This design comes from an exercise in tuning for small area and a short achievable clock period on the open sky130 flow, not from production work. Function was checked by simulation only, so behaviour that the tests miss may differ from the original. Power is estimated from default activity; no workload was simulated.

Setup of alpha:
## fifo_sync
module fifo_sync #(
    parameter DATA_WIDTH          = 32,
    parameter DEPTH               = 16,
    parameter ADDR_WIDTH          = $clog2(DEPTH),
    parameter ALMOST_FULL_THRESH  = DEPTH - 2,
    parameter ALMOST_EMPTY_THRESH = 2
) (
    input  wire                    clk,
    input  wire                    rst_n,
    input  wire                    wr_en,
    input  wire [DATA_WIDTH-1:0]   wr_data,
    output reg                     full,
    output reg                     almost_full,
    output reg                     overflow,
    input  wire                    rd_en,
    output reg  [DATA_WIDTH-1:0]   rd_data,
    output reg                     empty,
    output reg                     almost_empty,
    output reg                     underflow,
    output reg  [ADDR_WIDTH:0]     data_count,
    output reg  [ADDR_WIDTH:0]     peak_count
);
Size: about 1300 cells after synthesis, about 590 flip-flops.
export LEC_CHECK = 0
export CAP_MARGIN = 20
export CORE_MARGIN = 2
export CORE_UTILIZATION = 65
export CTS_CLUSTER_DIAMETER = 100
export CTS_CLUSTER_SIZE = 25
export PLACE_DENSITY = 0.75
export SETUP_SLACK_MARGIN = 1.4
export SLEW_MARGIN = 20
create_clock -name core_clock -period 3.2 [get_ports {clk}]
standard.sh (not shown) runs the stock make flow with config.mk's settings and CLKGATE_MAP_FILE= SYNTH_SCRIPT=/design/flow/synth_recipe.tcl, a recipe that flattens the netlist after the stock synthesis.
==> flow/flow/run.sh <==
#!/bin/bash
# Standard ORFS layout, with two changes:
#  - the port buffers are plain buffers (sky130_fd_sc_hd__buf_2) instead of
#    the default choice;
#  - after global routing's timing repair, cells off the critical paths are
#    downsized (area recovery) while keeping the setup slack margin.
set -euo pipefail
HERE=$(pwd)
export BUFFER_PORTS_ARGS="-buffer_cell sky130_fd_sc_hd__buf_2"
export PRE_GLOBAL_ROUTE_TCL="$HERE/flow/recover.tcl"
bash standard.sh > standard.log 2>&1
==> flow/flow/recover.tcl <==
# Area recovery after global routing's timing repair: downsize cells whose
# paths keep at least the setup slack margin.
proc recover_power_helper { } {
  puts "Area recovery with setup margin $::env(SETUP_SLACK_MARGIN)"
  report_wns
  log_cmd repair_timing -recover_power 100 -setup_margin $::env(SETUP_SLACK_MARGIN) -match_cell_footprint -verbose
  report_wns
}
## Diff of input files: beta against alpha
==> flow/flow/run.sh <==
#!/bin/bash
# Standard ORFS layout, with the port buffers made from plain buffers
# (sky130_fd_sc_hd__buf_2) instead of the default choice.
set -euo pipefail
export BUFFER_PORTS_ARGS="-buffer_cell sky130_fd_sc_hd__buf_2"
bash standard.sh > standard.log 2>&1
--- a/flow/config.mk
+++ b/flow/config.mk
@@ -12,4 +12,4 @@
 export CTS_CLUSTER_SIZE = 25
 export PLACE_DENSITY = 0.75
-export SETUP_SLACK_MARGIN = 1.4
+export SETUP_SLACK_MARGIN = 1.5
 export SLEW_MARGIN = 20
removed: flow/flow/recover.tcl
Findings:
beta finished end to end and its layout was clean on timing, DRC and antenna. Diff alpha..beta | synthesis-stage register bit count | unchanged. As far as number of sinks handled by clock tree synthesis goes, alpha and beta are indistinguishable; the numbers are identical. In the metrics for beta and alpha, the one carrying the higher register area is beta. First-pass iteration count of the detailed router in beta vs alpha: up 2. beta ended with more total power draw than alpha.
Input-level comparison between gamma and beta:
--- a/flow/config.mk
+++ b/flow/config.mk
@@ -12,4 +12,4 @@
 export CTS_CLUSTER_SIZE = 25
 export PLACE_DENSITY = 0.75
-export SETUP_SLACK_MARGIN = 1.5
+export SETUP_SLACK_MARGIN = 1.4
 export SLEW_MARGIN = 20
==> notes.md <==
Sort beta and gamma by final cell count without fillers asc -> top: gamma. [compare] base=beta new=gamma: register-to-register slack climbed 0.02 ns, total power lower, routed wire length lower. Per the comparison of gamma with beta, placed wire-length estimate after detailed placement now sits higher, final period utilization shows a reduction of 0.66 points. The largest clock skew in the final design of gamma and that of beta are within noise of each other. [gamma] sequential share of cell area rose 3.0 points relative to beta. The area after detailed placement of gamma and that of beta are within noise of each other. gamma vs beta, beginning of the critical path: cnt_n[0]$_SDFFE_PN1P_ vs full_n$_SDFFE_PN1P_.
#### Input delta (delta over gamma)
--- a/flow/config.mk
+++ b/flow/config.mk
@@ -12,4 +12,4 @@
 export CTS_CLUSTER_SIZE = 25
 export PLACE_DENSITY = 0.75
-export SETUP_SLACK_MARGIN = 1.4
+export SETUP_SLACK_MARGIN = 1.6
 export SLEW_MARGIN = 20
Findings:
- delta | status: complete | timing, DRC, antenna: pass
- Diff delta..gamma | port buffer count | negligible
- Lower total buffers and inverters traversed by the critical path among gamma and delta: delta
- Status: share of the yosys chip area belonging to registers parity (delta, gamma)
- Non-clock buffer count in the final layout: gamma and delta compared, lower one is gamma
- STATUS post-layout instance area: delta loses against gamma

---

Another version of the RTL of fifo_sync (not shown whole).
For scale: roughly 1200 cells after synthesis, ~580 flip-flops, about 21000 um2 of cells after synthesis.
Design fifo_sync, start of the top module:
module fifo_sync #(
    parameter DATA_WIDTH          = 32,
    parameter DEPTH               = 16,
    parameter ADDR_WIDTH          = $clog2(DEPTH),
    parameter ALMOST_FULL_THRESH  = DEPTH - 2,
    parameter ALMOST_EMPTY_THRESH = 2
) (
    input  wire                    clk,
    input  wire                    rst_n,
    input  wire                    wr_en,
    input  wire [DATA_WIDTH-1:0]   wr_data,
    output reg                     full,
    output reg                     almost_full,
    output reg                     overflow,
    input  wire                    rd_en,
    output reg  [DATA_WIDTH-1:0]   rd_data,
    output reg                     empty,
    output reg                     almost_empty,
    output reg                     underflow,
    output reg  [ADDR_WIDTH:0]     data_count,
    output reg  [ADDR_WIDTH:0]     peak_count
);
    reg [DATA_WIDTH-1:0] mem [0:DEPTH-1];
    reg [ADDR_WIDTH-1:0] wr_ptr;      
    reg [DEPTH-1:0]      rd_sel;      
    wire do_write = wr_en & ~full;
    wire do_read  = rd_en & ~empty;
    wire inc      = do_write & ~do_read;
    wire dec      = do_read & ~do_write;
    integer i;
    always @(posedge clk) begin
        for (i = 0; i < DEPTH; i = i + 1)
            if (!full && wr_ptr == i)
                mem[i] <= wr_data;
    end
    reg [DATA_WIDTH-1:0] rd_next;
    always @(*) begin
        rd_next = rd_data & {DATA_WIDTH{~do_read}};
        for (i = 0; i < DEPTH; i = i + 1)
            rd_next = rd_next | (mem[i] & {DATA_WIDTH{rd_sel[i] & do_read}});
    end
    always @(posedge clk) begin
        if (!rst_n) begin
            wr_ptr  <= {ADDR_WIDTH{1'b0}};
            rd_sel  <= {{(DEPTH-1){1'b0}}, 1'b1};
            rd_data <= {DATA_WIDTH{1'b0}};
        end else begin
            rd_data <= rd_next;
            if (do_write) wr_ptr <= wr_ptr + 1'b1;
            if (do_read)
                rd_sel  <= {rd_sel[DEPTH-2:0], rd_sel[DEPTH-1]};
        end
    end
    wire [ADDR_WIDTH:0] cnt_up = data_count + 1'b1;
  ...
==> flow/config.mk <==
export PLATFORM = sky130hd
export DESIGN_NAME = fifo_sync
export DESIGN_NICKNAME = fifo_sync
export VERILOG_FILES = /design/flow/design.v
export SDC_FILE = /design/flow/constraint.sdc
export NUM_CORES = 4
export LEC_CHECK = 0
export CAP_MARGIN = 20
export CORE_MARGIN = 2
export CORE_UTILIZATION = 65
export CTS_CLUSTER_DIAMETER = 100
export CTS_CLUSTER_SIZE = 25
export PLACE_DENSITY = 0.75
export SETUP_SLACK_MARGIN = 1.35
export SLEW_MARGIN = 20
==> flow/constraint.sdc <==
create_clock -name core_clock -period 3.2 [get_ports {clk}]
set_input_delay 0.6400 -clock core_clock [delete_from_list [all_inputs] [get_ports {clk}]]
set_output_delay 0.6400 -clock core_clock [all_outputs]
set_load 0.01 [all_outputs]
==> flow/flow/run.sh <==
#!/bin/bash
# Standard ORFS layout, with the port buffers made from plain buffers
# (sky130_fd_sc_hd__buf_2) instead of the default choice.
set -euo pipefail
export BUFFER_PORTS_ARGS="-buffer_cell sky130_fd_sc_hd__buf_2"
bash standard.sh > standard.log 2>&1
Edit:
- CORE_UTILIZATION: 65 -> 70
- PLACE_DENSITY: 0.75 -> 0.8
- SETUP_SLACK_MARGIN: 1.35 -> 1.4
Effect: The changed run completed with no timing, DRC or antenna violations; routed wire length rose by 5.9%; first-iteration DRC count goes up by 11%; die area went down by 7.0%.
Edit:
- CORE_UTILIZATION: 70 -> 65
- CTS_CLUSTER_SIZE: 25 -> 30
- PLACE_DENSITY: 0.8 -> 0.75
Cell count is about the same.
Power drops by 2.0%.
Worst setup slack improves by 0.048 ns.
Routed wire length drops by 5.7%.
Synthesized cell count is unchanged.
Via count drops by about 4%.
Edit:
- CORE_UTILIZATION: 65 -> 55
- CTS_CLUSTER_SIZE: 30 -> 25
- PLACE_DENSITY: 0.75 -> 0.7
Outcome: The changed run completed without violations; final cell count rises by 7.1%; hold slack degrades by 0.037 ns; power goes up by 2.0%; setup slack got worse by 0.0071 ns; sequential cell count does not change; clock power came out higher by 7.2%; design area rises by 1.3%; via count falls by 0.72%; combinational power climbs by about 1%.

[static timing again, ports no longer ideal]
The results above use ideal ports. As a check the final layouts listed here were re-extracted and re-timed, cells and wires unchanged. Step 1, drivers: a clkbuf_16 drives clk and a buf_2 each remaining input, both assumed. Step 2 adds t to the input delays and takes it off the output delays; t is the mean of the earliest and latest rising clock arrival at the registers after step 1. Input paths then give back, and output paths get back, about the clock's delay inside the block. Slacks: ideal / step 1 / step 2; pairs: ideal / step 1.
run | t (ns) | setup slack, ns | worst hold slack (ns) | clock arrival spread, ns | pins driven straight from the clock port
alpha | 0.631 | 0.793 / 0.793 / 0.240 | 0.275 / 0.245 / 0.456 | 0.023 / 0.022 | 1
beta | 0.646 | 1.406 / 1.406 / 1.001 | 0.253 / 0.219 / 0.459 | 0.020 / 0.020 | 1
gamma | 0.628 | 1.427 / 1.381 / 1.035 | 0.279 / 0.249 / 0.430 | 0.020 / 0.020 | 1
delta | 0.637 | 1.353 / 1.353 / 0.918 | 0.261 / 0.233 / 0.462 | 0.021 / 0.020 | 1
the first run of note 2 | 0.636 | 1.282 / 1.282 / 1.066 | 0.299 / 0.278 / 0.495 | 0.026 / 0.026 | 1
the second run of note 2 | 0.637 | 1.367 / 1.363 / 0.992 | 0.290 / 0.260 / 0.493 | 0.023 / 0.023 | 1
the third run of note 2 | 0.609 | 1.415 / 1.379 / 1.104 | 0.328 / 0.302 / 0.490 | 0.025 / 0.025 | 1
the fourth run of note 2 | 0.646 | 1.408 / 1.366 / 1.092 | 0.291 / 0.267 / 0.481 | 0.027 / 0.028 | 1
After both steps setup and hold are still met in every run listed. For alpha, which loses most, drivers alone change the setup slack by 0.000 ns; drivers and shift together by -0.553 ns.
